What follows belongs to an exercise in optimizing a design on an open flow for small area, a short achievable clock period and few clock cycles; a production flow would make more cautious choices.
At most, simulation tests tie the RTL to the original design; equivalence was not proved.

==> flow/design.v (excerpt) <==
module matmul
#(
    parameter DIM_BITS = 16,
    parameter MEM_AW = 16,
    parameter MEM_DW = 32,
    parameter PREC = 16)
(
    input [MEM_AW-1:0] aBASE,
    input [DIM_BITS-1:0] aCOLS,
    input [DIM_BITS-1:0] aROWS,
    input [DIM_BITS-1:0] aSTRIDE,
    input [MEM_AW-1:0] bBASE,
    input [DIM_BITS-1:0] bCOLS,
    input [DIM_BITS-1:0] bSTRIDE,
    input [MEM_AW-1:0] cBASE,
    input [DIM_BITS-1:0] cSTRIDE,
    input clk,
    input go,
    input [MEM_DW-1:0] mem_rdata,
    input rst_n,
    output reg [MEM_AW-1:0] mem_addr,
    output reg mem_req,
    output [MEM_DW-1:0] mem_wdata,
    output reg mem_write,
    output reg ret
);
export LEC_CHECK = 0
export ABC_CLOCK_PERIOD_IN_PS = 3000
export CAP_MARGIN = 20
export CORE_MARGIN = 2
export CORE_UTILIZATION = 40
export PLACE_DENSITY = 0.6
export SLEW_MARGIN = 20
create_clock -name core_clock -period 10.0 [get_ports {clk}]
standard.sh (not shown) runs the stock make flow with config.mk's settings and CLKGATE_MAP_FILE= SYNTH_SCRIPT=/design/flow/synth_recipe.tcl, a recipe that flattens the netlist after the stock synthesis.
==> flow/flow/run.sh <==
#!/bin/bash
# The standard layout, with two changes to how it is made (the SDC and its
# 10 ns clock are unchanged): port buffers use the small buf_1 cell instead of
# the default delay buffer, and repair_timing aims for a larger setup margin.
set -euo pipefail
bash standard.sh 'BUFFER_PORTS_ARGS=-buffer_cell sky130_fd_sc_hd__buf_1' SETUP_SLACK_MARGIN=5 finish > standard_make.log 2>&1
Rerun with:
==> flow/run.sh (new file) <==
#!/bin/bash
# synth_recipe.tcl (not shown) runs the flow's synth.tcl, then flattens the netlist and writes it again
# the make line also repeats each setting of config.mk as NAME=value (left out here)
make -C /OpenROAD-flow-scripts/flow DESIGN_CONFIG=/design/flow/config.mk WORK_HOME=/design/flow/orfs CLKGATE_MAP_FILE= SYNTH_SCRIPT=/design/flow/synth_recipe.tcl finish
--- a/flow/config.mk
+++ b/flow/config.mk
@@ -12,2 +12,3 @@
 export PLACE_DENSITY = 0.6
+export SETUP_SLACK_MARGIN = 5
 export SLEW_MARGIN = 20
removed: flow/flow/run.sh
removed: flow/standard.sh
Result:
- The changed run completed without violations
- synthesized area is unchanged
- routed wire length came out higher by 1.7%
- sequential share of layout area came out lower by 1.4 points
- global-route usage came out higher by 0.51 points
- first-iteration DRC count came out higher by 17%
No functional check of the RTL was part of any run of this note.

========
Another version of the RTL of matmul (not shown whole).
Size: ~3,400 cells after synthesis, roughly 450 flip-flops, ~230 I/O pins.
==> flow/config.mk <==
export PLATFORM = sky130hd
export DESIGN_NAME = matmul
export DESIGN_NICKNAME = matmul
export VERILOG_FILES = /design/flow/design.v
export SDC_FILE = /design/flow/constraint.sdc
export NUM_CORES = 4
export LEC_CHECK = 0
export ABC_CLOCK_PERIOD_IN_PS = 3000
export CAP_MARGIN = 20
export CORE_MARGIN = 2
export CORE_UTILIZATION = 40
export PLACE_DENSITY = 0.6
export SETUP_SLACK_MARGIN = 5
export SLEW_MARGIN = 20
==> flow/constraint.sdc <==
create_clock -name core_clock -period 10.0 [get_ports {clk}]
set_input_delay 2.0000 -clock core_clock [delete_from_list [all_inputs] [get_ports {clk}]]
set_output_delay 2.0000 -clock core_clock [all_outputs]
set_load 0.01 [all_outputs]
run.sh (not shown) runs the stock make flow with config.mk's settings and CLKGATE_MAP_FILE= SYNTH_SCRIPT=/design/flow/synth_recipe.tcl, a recipe that flattens the netlist after the stock synthesis.
Stock flow here: none of the scripts above is used.
Change:
==> flow/flow/run.sh (new file) <==
#!/bin/bash
set -euo pipefail
bash standard.sh SETUP_SLACK_MARGIN=6.5 finish > standard_make.log 2>&1
==> flow/standard.sh (new file) <==
#!/bin/bash
# synth_recipe.tcl (not shown) runs the flow's synth.tcl, then flattens the netlist and writes it again
# the make line also repeats each setting of config.mk as NAME=value (left out here)
make -C /OpenROAD-flow-scripts/flow DESIGN_CONFIG=/design/flow/config.mk WORK_HOME=/design/flow/orfs CLKGATE_MAP_FILE= SYNTH_SCRIPT=/design/flow/synth_recipe.tcl "${@:-finish}"
--- a/flow/config.mk
+++ b/flow/config.mk
@@ -11,4 +11,3 @@
 export CORE_UTILIZATION = 40
 export PLACE_DENSITY = 0.6
-export SETUP_SLACK_MARGIN = 5
 export SLEW_MARGIN = 20
removed: flow/run.sh
=>
- global-route usage is higher by 2.3 points
- worst setup slack gains 0.80 ns
- routed wire length goes up by 14%
No functional check of the RTL was part of any run of this note.

========
matmul, a different RTL version from the one above (not shown whole).
Size in the first run: ~2700 cells after synthesis, roughly 520 flip-flops, roughly 230 I/O pins, roughly 29000 µm² of cells after synthesis.
clock: 10.0 ns
lec_check: 0
abc_clock_period_in_ps: 3000
cap_margin: 20
core_margin: 2
core_utilization: 55
place_density: 0.7
slew_margin: 20
standard.sh (not shown) runs the stock make flow with config.mk's settings and CLKGATE_MAP_FILE= SYNTH_SCRIPT=/design/flow/synth_recipe.tcl, a recipe that flattens the netlist after the stock synthesis.
==> flow/flow/run.sh <==
#!/bin/bash
# The standard layout, with two changes to how it is made (the SDC and its
# 10 ns clock are unchanged): port buffers use the small buf_1 cell instead of
# the default delay buffer, and repair_timing aims for a larger setup margin.
set -euo pipefail
bash standard.sh 'BUFFER_PORTS_ARGS=-buffer_cell sky130_fd_sc_hd__buf_1' SETUP_SLACK_MARGIN=7 finish > standard_make.log 2>&1
The baseline completed with no timing, DRC or antenna violations.
Next try:
- CORE_UTILIZATION: 55 -> 40
- PLACE_DENSITY: 0.7 -> 0.6
Register-to-register slack improves by 0.07 ns; synthesized area does not change; routed wire length went up by 0.96%; die area went up by 37%; first-iteration DRC count went down by 21%; cell area went up by 0.59%; utilization went down by 18 points; worst setup slack degrades by 0.025 ns.
Function was not checked in any run of this note: the RTL went through the layout flow alone.

========
matmul, a different RTL version from the one above (not shown whole).
Size in the first run: about 3000 cells after synthesis.
clock: 10.0 ns
lec_check: 0
abc_clock_period_in_ps: 3000
cap_margin: 20
core_margin: 2
core_utilization: 40
place_density: 0.6
slew_margin: 20
Scripts as last shown in full above: flow/flow/run.sh
The starting point ran to the end with no violations.
Testbench counts at the start, summed over its fixed seeds: cycles 52,372.
Then changed:
--- a/flow/flow/run.sh
+++ b/flow/flow/run.sh
@@ -6 +6 @@
-bash standard.sh 'BUFFER_PORTS_ARGS=-buffer_cell sky130_fd_sc_hd__buf_1' SETUP_SLACK_MARGIN=7 finish > standard_make.log 2>&1
+bash standard.sh 'BUFFER_PORTS_ARGS=-buffer_cell sky130_fd_sc_hd__buf_1' SETUP_SLACK_MARGIN=6.5 finish > standard_make.log 2>&1
Cell area shrinks by 7.1%.
Non-clock buffer count shrinks by 113.
Critical path depth grows by 16.
Cell count shrinks by 2.6%.
Die area does not change.
Sequential cell count is unchanged.
Worst hold slack improved by 33 ps.
Clock-buffer cell count shrinks by 7.

========
matmul, a different RTL version from the one above (not shown whole).
For scale: ~2700 cells after synthesis, roughly 510 flip-flops.
Design matmul, start of the top module:
module matmul
#(
    parameter DIM_BITS = 16,
    parameter MEM_AW = 16,
    parameter MEM_DW = 32,
    parameter PREC = 16)
(
    input [MEM_AW-1:0] aBASE,
    input [DIM_BITS-1:0] aCOLS,
    input [DIM_BITS-1:0] aROWS,
    input [DIM_BITS-1:0] aSTRIDE,
    input [MEM_AW-1:0] bBASE,
    input [DIM_BITS-1:0] bCOLS,
    input [DIM_BITS-1:0] bSTRIDE,
    input [MEM_AW-1:0] cBASE,
    input [DIM_BITS-1:0] cSTRIDE,
    input clk,
    input go,
    input [MEM_DW-1:0] mem_rdata,
    input rst_n,
    output reg [MEM_AW-1:0] mem_addr,
    output reg mem_req,
    output [MEM_DW-1:0] mem_wdata,
    output reg mem_write,
    output reg ret
);
localparam S_IDLE = 2'd0;
localparam S_RD   = 2'd1;
localparam S_GAP  = 2'd2;
localparam S_WR   = 2'd3;
localparam K_A0 = 2'd0;
localparam K_B0 = 2'd1;
localparam K_B1 = 2'd2;
localparam K_A1 = 2'd3;
reg [1:0] st;
reg [1:0] ph;           
reg       gcnt;         
  ...
clock: 10.0 ns
lec_check: 0
abc_clock_period_in_ps: 2500
cap_margin: 20
core_margin: 2
core_utilization: 40
cts_cluster_diameter: 60
cts_cluster_size: 25
place_density: 0.6
slew_margin: 20
==> flow/flow/run.sh <==
#!/bin/bash
# The standard layout, with two changes to how it is made (the SDC and its
# 10 ns clock are unchanged): port buffers use the small buf_1 cell instead of
# the default delay buffer, and repair_timing aims for a larger setup margin.
set -euo pipefail
bash standard.sh 'BUFFER_PORTS_ARGS=-buffer_cell sky130_fd_sc_hd__buf_1' SETUP_SLACK_MARGIN=6.8 finish > standard_make.log 2>&1
The first run completed with no timing, DRC or antenna violations.
Testbench counts at the start, summed over its fixed seeds: cycles 52,372.
Next try:
--- a/flow/config.mk
+++ b/flow/config.mk
@@ -6,5 +6,5 @@
 export NUM_CORES = 4
 export LEC_CHECK = 0
-export ABC_CLOCK_PERIOD_IN_PS = 2500
+export ABC_AREA = 1
 export CAP_MARGIN = 20
 export CORE_MARGIN = 2
Die area increases by a few percent.
Routed wire length goes up by roughly a tenth.
Next try:
==> flow/flow/run.sh (replaced) <==
#!/bin/bash
# The standard layout, with two changes to how it is made (the SDC and its
# 10 ns clock are unchanged): port buffers use the small buf_1 cell instead of
# the default delay buffer, and repair_timing aims for a larger setup margin.
set -euo pipefail
bash standard.sh 'BUFFER_PORTS_ARGS=-buffer_cell sky130_fd_sc_hd__buf_1' SETUP_SLACK_MARGIN=6.6 finish > standard_make.log 2>&1
--- a/flow/config.mk
+++ b/flow/config.mk
@@ -6,5 +6,5 @@
 export NUM_CORES = 4
 export LEC_CHECK = 0
-export ABC_AREA = 1
+export ABC_CLOCK_PERIOD_IN_PS = 3000
 export CAP_MARGIN = 20
 export CORE_MARGIN = 2
Design area decreases by 7.6%.
Clock skew stays flat.
Routed wire length decreases by 15%.
Count of clock-buffer cells in the layout decreases by 2.
Final cell count decreases by 19%.
Area after synthesis decreases by 5.1%.
Setup slack improves by 0.12 ns.
Next try:
==> flow/flow/run.sh (replaced) <==
#!/bin/bash
# The standard layout, with two changes to how it is made (the SDC and its
# 10 ns clock are unchanged): port buffers use the small buf_1 cell instead of
# the default delay buffer, and repair_timing aims for a larger setup margin.
set -euo pipefail
bash standard.sh 'BUFFER_PORTS_ARGS=-buffer_cell sky130_fd_sc_hd__buf_1' SETUP_SLACK_MARGIN=7 finish > standard_make.log 2>&1
--- a/flow/config.mk
+++ b/flow/config.mk
@@ -10,6 +10,4 @@
 export CORE_MARGIN = 2
 export CORE_UTILIZATION = 40
-export CTS_CLUSTER_DIAMETER = 60
-export CTS_CLUSTER_SIZE = 25
 export PLACE_DENSITY = 0.6
 export SLEW_MARGIN = 20
What happened: The new run completed with no timing, DRC or antenna violations; synthesized cell count is unchanged; synthesized area stays the same; worst hold slack got worse by 0.0036 ns; final area went up by 7.4%; setup slack is better by 0.037 ns; clock skew rises by 0.0039 ns; wire length rose by 5.4%; cell count came out higher by 2.6%.

========
## job 2910
Starting RTL as in the previous note.
clock: 10.0 ns
lec_check: 0
abc_clock_period_in_ps: 3000
cap_margin: 20
core_margin: 2
core_utilization: 40
cts_buf_list: sky130_fd_sc_hd__clkbuf_4 sky130_fd_sc_hd__clkbuf_8 sky130_fd_sc_hd__clkbuf_16
cts_cluster_diameter: 60
cts_cluster_size: 25
place_density: 0.6
slew_margin: 20
==> flow/flow/run.sh <==
#!/bin/bash
# The standard layout, with two changes to how it is made (the SDC and its
# 10 ns clock are unchanged): port buffers use the small buf_1 cell instead of
# the default delay buffer, and repair_timing aims for a larger setup margin.
set -euo pipefail
bash standard.sh 'BUFFER_PORTS_ARGS=-buffer_cell sky130_fd_sc_hd__buf_1' SETUP_SLACK_MARGIN=6.8 finish > standard_make.log 2>&1
Testbench counts of job 2910, summed over its fixed seeds: cycles 52,372.
The inputs of job 6513 differ from those of job 2910 as listed below.
==> flow/flow/run.sh <==
#!/bin/bash
# The standard layout, with two changes to how it is made (the SDC and its
# 10 ns clock are unchanged): port buffers use the small buf_1 cell instead of
# the default delay buffer, and repair_timing aims for a larger setup margin.
set -euo pipefail
bash standard.sh 'BUFFER_PORTS_ARGS=-buffer_cell sky130_fd_sc_hd__buf_1' SETUP_SLACK_MARGIN=7 finish > standard_make.log 2>&1
==> flow/config.mk <==
export PLATFORM = sky130hd
export DESIGN_NAME = matmul
export DESIGN_NICKNAME = matmul
export VERILOG_FILES = /design/flow/design.v
export SDC_FILE = /design/flow/constraint.sdc
export NUM_CORES = 4
export LEC_CHECK = 0
export ABC_CLOCK_PERIOD_IN_PS = 3000
export CAP_MARGIN = 20
export CORE_MARGIN = 2
export CORE_UTILIZATION = 40
export CTS_CLUSTER_DIAMETER = 60
export CTS_CLUSTER_SIZE = 25
export PLACE_DENSITY = 0.6
export SLEW_MARGIN = 20
export TNS_END_PERCENT = 0
- First-pass GRT wire length: job 6513 vs job 2910 down about 2%
- Job 2910 → job 6513: worst hold slack now smaller; layout cell share with drive strength beyond 1 down 1.6 points; post-route core utilization decreased by 0.40 points relative to the old numbers; top fanout value on the critical path higher.
- Of job 6513 and job 2910, the run reporting the higher initial DRC count was job 6513.
- Compared with job 2910, in job 6513 worst-case reg-to-reg path depth increased 4; final area decreased about 0.9%.
- Any difference in sequential cell area in the final layout between job 6513 and job 2910 is small enough to ignore.
- Start point of the critical path: ph[1]$_DFFE_PP_ -> job 6513, mem_req$_DFF_PN0_ -> job 2910
What job 9849 does differently from job 6513 at the input level:
-- flow/config.mk --
<<< job 6513, line 14
export PLACE_DENSITY = 0.6
export SLEW_MARGIN = 20
export TNS_END_PERCENT = 0
>>> job 9849, line 14
export PLACE_DENSITY = 0.6
export SLEW_MARGIN = 20
--- outcome ---
Delta (job 9849 minus job 6513): minimum setup slack in the final design rose by 100 ps, worst hold path cell count saw little to no change, sequential cell area went up, fraction of area in multi-input gates flat. Looking at most common cell after layout, fill and taps aside, the nand2_1 result is from job 9849; the dfxtp_1 one comes from job 6513.
The inputs of job 1621 differ from those of job 9849 as listed below.
==> flow/flow/run.sh <==
#!/bin/bash
# The standard layout, with two changes to how it is made (the SDC and its
# 10 ns clock are unchanged): port buffers use the small buf_1 cell instead of
# the default delay buffer, and repair_timing aims for a larger setup margin.
set -euo pipefail
bash standard.sh 'BUFFER_PORTS_ARGS=-buffer_cell sky130_fd_sc_hd__buf_1' SETUP_SLACK_MARGIN=6.8 finish > standard_make.log 2>&1
- Flip-flop and latch count across job 1621 and job 9849: no real change.
- Job 9849 → job 1621: highest clock rate has decreased, final non-filler cell area went down, utilization decreased by 1.8 points relative to the old numbers.

========
Another version of the RTL of matmul (not shown whole).
Size: ~2,800 cells after synthesis, ~490 flip-flops, roughly 29,000 um2 of cells after synthesis.
clock: 10.0 ns
lec_check: 0
abc_clock_period_in_ps: 3000
cap_margin: 20
core_margin: 2
core_utilization: 40
cts_cluster_diameter: 60
cts_cluster_size: 25
place_density: 0.6
slew_margin: 20
==> flow/flow/run.sh <==
#!/bin/bash
# The standard layout, with two changes to how it is made (the SDC and its
# 10 ns clock are unchanged): port buffers use the small buf_1 cell instead of
# the default delay buffer, and repair_timing aims for a larger setup margin.
set -euo pipefail
bash standard.sh 'BUFFER_PORTS_ARGS=-buffer_cell sky130_fd_sc_hd__buf_1' SETUP_SLACK_MARGIN=6.7 finish > standard_make.log 2>&1
==> next run, changes <==
PLACE_DENSITY = 0.7   (was 0.6)
What happened: Count of clock-buffer cells in the layout is higher by 1. Fmax is lower by a few percent. Global-route usage hardly moves.
Function was not checked in any run of this note: the RTL went through the layout flow alone.

========
matmul with an RTL version that a note above also has.
For scale: roughly 230 I/O pins, ~29000 sq um of cells after synthesis.
// matmul
module matmul
#(
    parameter DIM_BITS = 16,
    parameter MEM_AW = 16,
    parameter MEM_DW = 32,
    parameter PREC = 16)
(
    input [MEM_AW-1:0] aBASE,
    input [DIM_BITS-1:0] aCOLS,
    input [DIM_BITS-1:0] aROWS,
    input [DIM_BITS-1:0] aSTRIDE,
    input [MEM_AW-1:0] bBASE,
    input [DIM_BITS-1:0] bCOLS,
    input [DIM_BITS-1:0] bSTRIDE,
    input [MEM_AW-1:0] cBASE,
    input [DIM_BITS-1:0] cSTRIDE,
    input clk,
    input go,
    input [MEM_DW-1:0] mem_rdata,
    input rst_n,
    output reg [MEM_AW-1:0] mem_addr,
    output reg mem_req,
    output [MEM_DW-1:0] mem_wdata,
    output reg mem_write,
    output reg ret
);
localparam S_IDLE = 2'd0;
localparam S_RD   = 2'd1;
localparam S_GAP  = 2'd2;
localparam S_WR   = 2'd3;
localparam K_A0 = 2'd0;
localparam K_B0 = 2'd1;
localparam K_B1 = 2'd2;
localparam K_A1 = 2'd3;
reg [1:0] st;
reg [1:0] ph;           
reg       gcnt;         
reg       kfirst;       
reg       wpend;        
reg       zero;         
reg       shortk;       
reg       w_r1, w_c1;   
reg       w_nrow;       
reg       w_done;       
reg [15:0] krem, jrem, irem;
reg [15:0] a_row, a_ptr, b_col, b_ptr, c_row, c_ptr;
reg [15:0] a_s, b_s, c_s;   
reg        klast, jlast, ilast, r1, c1;   
reg        bend;         
reg       q_v, d1_v, d2_v;
reg       q_f, d1_f, d2_f;
reg [1:0] q_k, d1_k, d2_k;
wire arr_a0 = d2_v & (d2_k == K_A0);
  ...
export LEC_CHECK = 0
export ABC_CLOCK_PERIOD_IN_PS = 4000
export CAP_MARGIN = 20
export CORE_MARGIN = 2
export CORE_UTILIZATION = 40
export CTS_CLUSTER_DIAMETER = 60
export CTS_CLUSTER_SIZE = 25
export PLACE_DENSITY = 0.6
export SLEW_MARGIN = 20
create_clock -name core_clock -period 10.0 [get_ports {clk}]
==> flow/flow/run.sh <==
#!/bin/bash
# The standard layout, with two changes to how it is made (the SDC and its
# 10 ns clock are unchanged): port buffers use the small buf_1 cell instead of
# the default delay buffer, and repair_timing aims for a larger setup margin.
set -euo pipefail
bash standard.sh 'BUFFER_PORTS_ARGS=-buffer_cell sky130_fd_sc_hd__buf_1' SETUP_SLACK_MARGIN=6.8 finish > standard_make.log 2>&1
Testbench counts at the start, summed over its fixed seeds: cycles 52,372.
Then changed:
--- a/flow/flow/run.sh
+++ b/flow/flow/run.sh
@@ -6 +6 @@
-bash standard.sh 'BUFFER_PORTS_ARGS=-buffer_cell sky130_fd_sc_hd__buf_1' SETUP_SLACK_MARGIN=6.8 finish > standard_make.log 2>&1
+bash standard.sh 'BUFFER_PORTS_ARGS=-buffer_cell sky130_fd_sc_hd__buf_1' SETUP_SLACK_MARGIN=6.7 finish > standard_make.log 2>&1
ABC_CLOCK_PERIOD_IN_PS = 3000   (was 4000)
What happened:
- The changed run finished clean
- worst hold slack barely changes
- first-iteration DRC count fell by a few percent
- clock-buffer cell count does not change
- design area shrinks slightly
Then changed:
--- a/flow/flow/run.sh
+++ b/flow/flow/run.sh
@@ -6 +6 @@
-bash standard.sh 'BUFFER_PORTS_ARGS=-buffer_cell sky130_fd_sc_hd__buf_1' SETUP_SLACK_MARGIN=6.7 finish > standard_make.log 2>&1
+bash standard.sh 'BUFFER_PORTS_ARGS=-buffer_cell sky130_fd_sc_hd__buf_1' SETUP_SLACK_MARGIN=6.8 finish > standard_make.log 2>&1
CTS_CLUSTER_DIAMETER = 70   (was 60)
CTS_CLUSTER_SIZE = 35   (was 25)
Global-route usage goes up by 0.50 points.
Flip-flop and latch count stays the same.
Setup slack loses 0.060 ns.
Via count rises by 1.2%.
Then changed:
CTS_BUF_LIST = sky130_fd_sc_hd__clkbuf_8   (was not set)
CTS_CLUSTER_DIAMETER = 60   (was 70)
CTS_CLUSTER_SIZE = 25   (was 35)
After rerunning: Wire length goes up slightly. Final area grows slightly. Register-to-register slack is better by 0.03 ns. Utilization rises by 0.26 points.

afterwards: timing with drivers on the ports:
The results above use ideal ports. As a check the final layouts listed here were re-extracted and re-timed, cells and wires unchanged.
Step 1 assumes that a clkbuf_16 drives the clock port and a buf_2 every other input.
Step 2, shift: input delay + t, output delay - t, t = (earliest + latest rising clock arrival at the registers) / 2. This alone moves slack from input paths to output paths.
a / b / c = ideal ports / drivers / drivers and shift; a / b = the first two.
run | t (ns) | setup slack, ns | worst slew at a driven data input, ns
the first run of note 1 | 0.673 | 5.723 / 5.723 / 5.723 | 0.13
the second run of note 1 | 0.689 | 5.643 / 5.643 / 5.419 | 0.13
the first run of note 2 | 0.668 | 5.220 / 5.220 / 4.584 | 0.14
the second run of note 2 | 0.671 | 6.022 / 6.022 / 5.492 | 0.14
the first run of note 3 | 0.701 | 6.839 / 6.813 / 6.619 | 0.09
the second run of note 3 | 0.686 | 6.815 / 6.758 / 6.487 | 0.13
the first run of note 4 | 0.700 | 6.784 / 6.722 / 6.295 | 0.14
the second run of note 4 | 0.704 | 6.470 / 6.470 / 5.992 | 0.11
the first run of note 5 | 0.676 | 6.735 / 6.676 / 6.492 | 0.13
the second run of note 5 | 0.673 | 6.606 / 6.606 / 6.606 | 0.09
the third run of note 5 | 0.666 | 6.729 / 6.729 / 6.458 | 0.12
the fourth run of note 5 | 0.692 | 6.766 / 6.724 / 6.505 | 0.14
job 2910 | 0.675 | 6.737 / 6.678 / 6.494 | 0.13
job 6513 | 0.679 | 6.661 / 6.661 / 6.452 | 0.12
job 9849 | 0.676 | 6.764 / 6.751 / 6.451 | 0.13
job 1621 | 0.676 | 6.735 / 6.676 / 6.492 | 0.13
the first run of note 7 | 0.648 | 6.698 / 6.677 / 6.624 | 0.13
the second run of note 7 | 0.644 | 6.558 / 6.558 / 6.558 | 0.12
the first run of note 8 | 0.676 | 6.735 / 6.676 / 6.492 | 0.13
the second run of note 8 | 0.677 | 6.771 / 6.752 / 6.446 | 0.12
the third run of note 8 | 0.653 | 6.711 / 6.704 / 6.466 | 0.13
the fourth run of note 8 | 0.752 | 6.640 / 6.587 / 6.480 | 0.13
After both steps every run listed still meets setup and hold. The setup slack of the first run of note 2, which loses most, moves by 0.000 ns with the drivers and by -0.636 ns with both steps.
